This design comes from an exercise in tuning for small area, a short achievable clock period and few clock cycles per item on the open sky130 flow, not from production work.
The RTL of this run was laid out without a check of its function.

**flow/constraint.sdc**
```tcl
create_clock -name core_clock -period 10.0 [get_ports {CLOCK_50}]
set_input_delay 2.0000 -clock core_clock [delete_from_list [all_inputs] [get_ports {CLOCK_50}]]
set_output_delay 2.0000 -clock core_clock [all_outputs]
set_load 0.01 [all_outputs]
```
**flow/config.mk**
```make
export PLATFORM = sky130hd
export DESIGN_NAME = SHA256_controller
export DESIGN_NICKNAME = SHA256_controller
export VERILOG_FILES = /design/flow/design.v
export SDC_FILE = /design/flow/constraint.sdc
export NUM_CORES = 4
export LEC_CHECK = 0
export CAP_MARGIN = 20
export CORE_MARGIN = 2
export CORE_UTILIZATION = 40
export SLEW_MARGIN = 20
```
**flow/design.v**
```verilog
module sigma0 (input [31:0] in, output [31:0] out);
	logic [31:0] shift_right;
	assign shift_right = in >> 3;
	assign out = {in[6:0], in[31:7]} ^ {in[17:0], in[31:18]} ^ shift_right;
endmodule
module sigma1 (input [31:0] in, output [31:0] out);
	logic [31:0] shift_right;
	assign shift_right = in >> 10;
	assign out = {in[16:0], in[31:17]} ^ {in[18:0], in[31:19]} ^ shift_right;
endmodule
module SIGMA0 (input [31:0] in, output [31:0] out);
	assign out = {in[1:0], in[31:2]} ^ {in[12:0], in[31:13]} ^ {in[21:0], in[31:22]};
endmodule
module SIGMA1 (input [31:0] in, output [31:0] out);
	assign out = {in[5:0], in[31:6]} ^ {in[10:0], in[31:11]} ^ {in[24:0], in[31:25]};
endmodule
module choice (input [31:0] in0, in1, in2, output [31:0] out);
	assign out = (~in0 & in2) | (in0 & in1);
endmodule
module majority (input [31:0] in0, in1, in2, output [31:0] out);
	assign out = in0 & (in1 | in2) | (in1 & in2);
endmodule
module SHA256_core (
	input clk,
	input [255:0] init,
	input [511:0] value,
	input start,
	output [255:0] result
);
	localparam SHA256_constants = {
		32'h428a2f98, 32'h71374491, 32'hb5c0fbcf, 32'he9b5dba5, 32'h3956c25b, 32'h59f111f1, 32'h923f82a4, 32'hab1c5ed5,
		32'hd807aa98, 32'h12835b01, 32'h243185be, 32'h550c7dc3, 32'h72be5d74, 32'h80deb1fe, 32'h9bdc06a7, 32'hc19bf174,
		32'he49b69c1, 32'hefbe4786, 32'h0fc19dc6, 32'h240ca1cc, 32'h2de92c6f, 32'h4a7484aa, 32'h5cb0a9dc, 32'h76f988da,
		32'h983e5152, 32'ha831c66d, 32'hb00327c8, 32'hbf597fc7, 32'hc6e00bf3, 32'hd5a79147, 32'h06ca6351, 32'h14292967,
		32'h27b70a85, 32'h2e1b2138, 32'h4d2c6dfc, 32'h53380d13, 32'h650a7354, 32'h766a0abb, 32'h81c2c92e, 32'h92722c85,
		32'ha2bfe8a1, 32'ha81a664b, 32'hc24b8b70, 32'hc76c51a3, 32'hd192e819, 32'hd6990624, 32'hf40e3585, 32'h106aa070,
		32'h19a4c116, 32'h1e376c08, 32'h2748774c, 32'h34b0bcb5, 32'h391c0cb3, 32'h4ed8aa4a, 32'h5b9cca4f, 32'h682e6ff3,
		32'h748f82ee, 32'h78a5636f, 32'h84c87814, 32'h8cc70208, 32'h90befffa, 32'ha4506ceb, 32'hbef9a3f7, 32'hc67178f2
	};
	logic [511:0] W_reg;
	logic [511:0] next_W;
	logic [255:0] hash_val_reg;
	logic [255:0] next_hash_val;
	logic [7:0] index;
	always_ff @(posedge clk) begin
		if (start) begin
			index <= 'd0;
			hash_val_reg <= init;
			W_reg <= value;
		end
		else if (index < 64) begin
			index <= index + 8'd1;
			W_reg <= next_W;
			hash_val_reg <= next_hash_val;
		end
	end
	logic [31:0] new_W_entry, s1, s0;
	sigma1 sig1(W_reg[511-14*32:512-(14+1)*32], s1);
	sigma0 sig0(W_reg[511-1*32:512-(1+1)*32], s0);
	assign new_W_entry = s1 + W_reg[511-9*32:512-(9+1)*32] + s0 + W_reg[511-0*32:512-(0+1)*32];
	assign next_W = {W_reg[479:0], new_W_entry};
	logic [31:0] T1, T2, S1, S0, ch, maj;
	SIGMA1 SIG1(hash_val_reg[255-4*32:256-(4+1)*32], S1);
	SIGMA0 SIG0(hash_val_reg[255-0*32:256-(0+1)*32], S0);
	majority maj0(hash_val_reg[255-0*32:256-(0+1)*32], hash_val_reg[255-1*32:256-(1+1)*32], hash_val_reg[255-2*32:256-(2+1)*32], maj);
	choice ch0(hash_val_reg[255-4*32:256-(4+1)*32], hash_val_reg[255-5*32:256-(5+1)*32], hash_val_reg[255-6*32:256-(6+1)*32], ch);
	assign T1 = S1 + ch + hash_val_reg[255-7*32:256-(7+1)*32] + SHA256_constants[2047-index*32-:32] + W_reg[511-0*32:512-(0+1)*32];
	assign T2 = S0 + maj;
	logic [31:0] new_hash_entry, modified_e_entry;
	assign new_hash_entry = T1 + T2;
	assign modified_e_entry = hash_val_reg[255-3*32:256-(3+1)*32] + T1;
	assign next_hash_val = {new_hash_entry, hash_val_reg[255:160], modified_e_entry, hash_val_reg[127:32]};
	genvar i;
	generate
		for (i = 0; i < 8; i++) begin : OUTPUT_LOOP
			assign result[32*(i+1)-1:32*i] = hash_val_reg[32*(i+1)-1:32*i] + init[32*(i+1)-1:32*i];
		end
	endgenerate
endmodule
module SHA256_controller
	#(parameter num_cores=1)	 
(
	input CLOCK_50,
	input calculate,
	input [95:0] data,
	input [255:0] midstate,
	input [255:0] target,
	output reg [31:0] good_nonce,
	output reg done
);
	localparam START = 4'd0, INIT = 4'd1, HASH1 = 4'd2, HASH1_READ = 4'd3, HASH2 = 4'd4, HASH2_READ=4'd5, SEND=4'd6;
	logic [4:0] next_state, current_state;
	logic [255:0] hash1;
	assign hash1 = 256'h8000000000000000000000000000000000000000000000000000000000000100;
	logic SHA256_start;
	logic [511:0] value_source [num_cores-1:0];
	logic [255:0] init_source [num_cores-1:0];
	logic [255:0] hash_result[num_cores-1:0];
	logic [255:0] hash_result_reversed[num_cores-1:0];
	logic [255:0] desired_target;
	logic [6:0] timer;
	logic timer_enable;
	always_ff @(posedge CLOCK_50) begin
		if (timer_enable && timer > 7'd0)
			timer <= timer - 7'd1;
		else
			timer <= 7'd64;
	end
	wire found_nonce;
	reg done_send;
	always_ff @(posedge CLOCK_50)
		if (current_state == START)
			done <= 1'b0;
		else if (done_send == 1'b1)
			done <= done_send;
	always_comb begin
		case (current_state)
			START:
				next_state = INIT;
			INIT:
				next_state = HASH1;
			HASH1:
				if (timer == 'd0)
					next_state = HASH1_READ;
				else
					next_state = HASH1;
			HASH1_READ:
				next_state = HASH2;
			HASH2:
				if (timer == 'd0)
					next_state = HASH2_READ;
				else
					next_state = HASH2;
			HASH2_READ:
				if (found_nonce)
					next_state = SEND;
				else
					next_state = INIT;
			SEND:
				if (done_send)
					next_state = INIT;
				else
					next_state = SEND;
			default:
				next_state = START;
		endcase
	end
	always_ff @(posedge CLOCK_50 or posedge calculate)
		if (calculate)
			current_state <= START;
		else
			current_state <= next_state;
	genvar i;
	generate
		for (i = 0; i < num_cores; i++) begin : SHA256_CORE_LOOP
			SHA256_core mycore1 (
				.clk(CLOCK_50),
				.init(init_source[i]),
				.value(value_source[i]),
				.start(SHA256_start),
				.result(hash_result[i])
			);
		end
	endgenerate
	assign SHA256_start = current_state != HASH2_READ && current_state != SEND &&
				(current_state == INIT || current_state == HASH1_READ || timer == 'd64);
	assign timer_enable = (current_state == HASH1 || current_state == HASH2);
	logic [31:0] nonce;
	always @(posedge CLOCK_50) begin
		if (current_state == HASH2_READ)
			nonce <= nonce + num_cores;
		else if (current_state == START)
			nonce <= 'h913914e3;
	end
	logic [31:0] nonce_values [num_cores-1:0];
	generate
		for (i = 0; i < num_cores; i++) begin : NONCE_LOOP
			assign nonce_values[i] = nonce + i;
		end
	endgenerate
	always_ff@(posedge CLOCK_50)
		if (current_state == INIT)
			desired_target <= target;
	generate
		for (i = 0; i < num_cores; i++) begin : SOURCES_LOOP
			always_ff@(posedge CLOCK_50) begin
				if (current_state == INIT) begin
					init_source[i] <= midstate;
					value_source[i] <= {data, nonce_values[i][7:0], nonce_values[i][15:8], nonce_values[i][23:16], nonce_values[i][31:24], 8'b10000000, 312'b0, 64'd640};
				end
				else if (current_state == HASH1_READ) begin
					init_source[i] <= 256'h6a09e667bb67ae853c6ef372a54ff53a510e527f9b05688c1f83d9ab5be0cd19;
					value_source[i] <= {hash_result[i], hash1};
				end
			end
		end
	endgenerate
	genvar j;
	generate
		for (i = 0; i < num_cores; i++) begin: REVERSR_RESULT_LOOP
			for (j = 0; j < 32; j++) begin: REVERSE_RESULT_PER_BIT_LOOP
				assign hash_result_reversed[i][8*j+:8] = hash_result[i][255-8*j-:8];
			end
		end
	endgenerate
	logic [num_cores-1:0] satisfactory_results;
	generate
		for (i = 0; i < num_cores; i++) begin: RESULT_LOOP
			always_comb begin
				satisfactory_results[i] <= 0;
				if (hash_result_reversed[i] < desired_target)
					satisfactory_results[i] <= 1;
			end
		end
	endgenerate
	assign found_nonce = |satisfactory_results;
	integer index;
	always_ff @(posedge CLOCK_50) begin
		if (current_state == SEND) begin
			if (satisfactory_results[index] == 'd1) begin
				good_nonce <= nonce - num_cores + index;
				done_send <= 'd1;
			end
			else begin
				index <= index + 1;
				done_send <= 'd0;
			end
		end
		else begin
			index <= 0;
			done_send <= 'd0;
		end
	end
endmodule
```
**flow/run.sh**
```bash
#!/bin/bash
# synth_recipe.tcl (not shown) runs the flow's synth.tcl, then flattens the netlist and writes it again
# the make line also repeats each setting of config.mk as NAME=value (left out here)
make -C /OpenROAD-flow-scripts/flow DESIGN_CONFIG=/design/flow/config.mk WORK_HOME=/design/flow/orfs CLKGATE_MAP_FILE= SYNTH_SCRIPT=/design/flow/synth_recipe.tcl finish
```
==> metrics.cfg <==
[status]
status=finished clean

[timing]
rsz0062_at_grt=no
worstMarginPinSlew_ns=1.39
maxSlewViolCount=0
slew_headroom=0.0744
tns_ns=0
fmax_ghz=0.109
setup_viol=0
period_minus_slack_ns=9.22
hold_violations=0
finalCritPeriodShare=0.922
skew_ns=0.0499

[synth]
synth_area_leaders=edfxtp_1 (45%), ha_1 (8.9%), nand2_1 (6.4%), xnor2_1 (4.7%), fa_1 (4.0%)
synth_cell_types=91
synth_seq_cells=1654
synthFlopType=edfxtp_1
yosys_warnings=11
syn-cell-area_um2=98100
ys_seq_area_frac=0.488
synthCells=9437
syn_area_per_cell_um2=10.4
synth_top_area_share=0.451
synth_nets=10900
synth.most_common_cell=nand2_1
synthTopCellsByCount=nand2_1 (1669), edfxtp_1 (1472), ha_1 (694)
synth_area_leader_cell=edfxtp_1
synth_edf_count=1472
synthArstFlopShare=0.00181

[place]
place.gp.congestion=0.977
placed_area_um2=109000
hpwl_mm=297
port-buffer-count=642

[floorplanning]
initial_utilization=0.403
row_count=181
core_um2=243000
die_w_um=499
die_h_um=499
dieArea_um2=249000
pin_count=643

[route]
vias_per_cell=5.65
ant_nets=0
first_pass_iters=6
drt_iter0_drc=8711
routedWlPerCell_um=28.3
num_vias=76100
route.final.wire_length_mm=382
drc_errors=0

[layout]
post-route-cell-area_um2=115000
drive_above_1_share=0.0592
area_growth_syn_to_layout_pct=17.5
fin_nets=11600
largest_reg_flops=512
nFillCells=22500
final_util=0.473

[clocking]
post_cts_buffers=0
h-tree-depth=4
clk_latency_ns=0.89
clock_sinks=1654
cts_resized=0
cts_buffers=185
cts_tree=yes
root_buffer=clkbuf_16
clock_path_buffers=3
hold_buffers=0
clk_pin_slew_ns=0.06

[setup_path]
required_ns=10.57
cp_max_fo=21
crit_slowest_cell=fa_1
crit_path_start_kind=register
r2r_setup_slack_ns=0.78
cp-end-kind=register
slowest_delay_ns=0.51
crit_top_cell=buf_4
crit_type=register to register
crit_arrival_ns=9.79

[hold_path]
worst_hold_path_type=register to register

[grt]
grt_pass1_vias=74400
antenna_found_initial=16
grt.total_usage=0.299
grt_pass1_wl_mm=535
grt_max_degree=230
grt_overflow_total=0

[flow_run]
maxCapViolations=0

## worst paths after layout
kind / start / end / depth (start not counted)
setup / recovery: SHA256_CORE_LOOP[0].mycore1.index[3] / SHA256_CORE_LOOP[0].mycore1.hash_val_reg[252] / 36
hold / removal: value_source[0][321] / value_source[0][321] / 2
setup reg to reg: SHA256_CORE_LOOP[0].mycore1.index[3] / SHA256_CORE_LOOP[0].mycore1.hash_val_reg[252] / 36
hold reg to reg: value_source[0][321] / value_source[0][321] / 2
max in group asynchronous: calculate / current_state[1] / 2
min in group asynchronous: calculate / current_state[1] / 2
## area by class of cell
| cell class | count | area, um^2 | share of cell area |
|---|---|---|---|
| Tap cell | 3202 | 4010 | 0.0348 |
| Timing Repair Buffer | 884 | 8470 | 0.0735 |
| Antenna cell | 5 | 12.5 | 0.000109 |
| Clock inverter | 121 | 1260 | 0.0109 |
| Clock buffer | 225 | 4880 | 0.0424 |
| Multi-Input combinational cell | 6733 | 46300 | 0.402 |
| Sequential cell | 1654 | 47900 | 0.415 |
| Inverter | 638 | 2400 | 0.0209 |
## worst max-delay path: cells and delay by family (launching register included)
kind | cells | cell delay [ns]
xor gates and xnor gates | 2 | 0.42
adders and majority gates | 6 | 2.54
and+or+nand+nor | 6 | 1.50
buffers and inverters | 9 | 1.26
DFF | 1 | 0.45
AOI/OAI and AO/OA | 13 | 2.75
## through the flow
step,setup WS (ns),cells,hold slack [ns]
floorplan,0.0642,9437,0.413
global placement,0.686,13100,0.424
detailed placement,0.814,13100,0.434
CTS,0.734,13500,0.443
global route,0.284,13500,0.452
finish,0.785,13500,0.445
## per-layer routing
| metal | GRT usage | routed length, um |
|---|---|---|
| met5 | 0 | 13 |
| met4 | 0.137 | 19500 |
| met3 | 0.0421 | 28100 |
| met2 | 0.476 | 175000 |
| met1 | 0.403 | 159000 |
## cells in the final DEF (no fill, tap or decap), drive strengths merged, types with 104 or more instances in the layout
cell type and instances:
a21oi 491, dfxtp 179, inv 649, clkbuf 225
nor2 532, nand3 119, xnor2 521, ha 694
edfxtp 1472, buf 242, o21ai 341, fa 196
clkdlybuf4s50 642, a21o 231, or3 171, and3 159
nand2 1669, nor3 110, and2 245, mux2i 104
a22o 141, xor2 159
## logic make-up (layout without fill, tap and decap cells)
logic type | count (synthesis) | after routing | synth area share
and+or+nand+nor | 3318 | 3318 | 0.153
AOI/OAI and AO/OA | 1696 | 1696 | 0.113
DFF | 1654 | 1654 | 0.488
buffers and inverters | 1050 | 1868 | 0.0402
adders and majority gates | 914 | 914 | 0.131
xor gates and xnor gates | 680 | 680 | 0.0607
muxes | 125 | 125 | 0.0130
other | 0 | 5 | 0

==> static timing again, ports no longer ideal <==
No port has a modelled driver above. Below, the same layout with a new extraction and two added sets of constraints.
Step 1, drivers: a clkbuf_16 drives CLOCK_50 and a buf_2 each remaining input, both assumed.
Step 2 adds t to the input delays and takes it off the output delays; t is the mean of the earliest and latest rising clock arrival at the registers after step 1. Input paths then give back, and output paths get back, about the clock's delay inside the block.
Slacks: ideal / step 1 / step 2; pairs: ideal / step 1.
shift t [ns]: 0.972
setup WS [ns]: 0.785 / 0.785 / 0.785
clock arrival spread, ns: 0.053 / 0.053
After both steps this run still meets setup and hold. For this run, drivers alone change the setup slack by 0.000 ns; drivers and shift together by 0.000 ns.
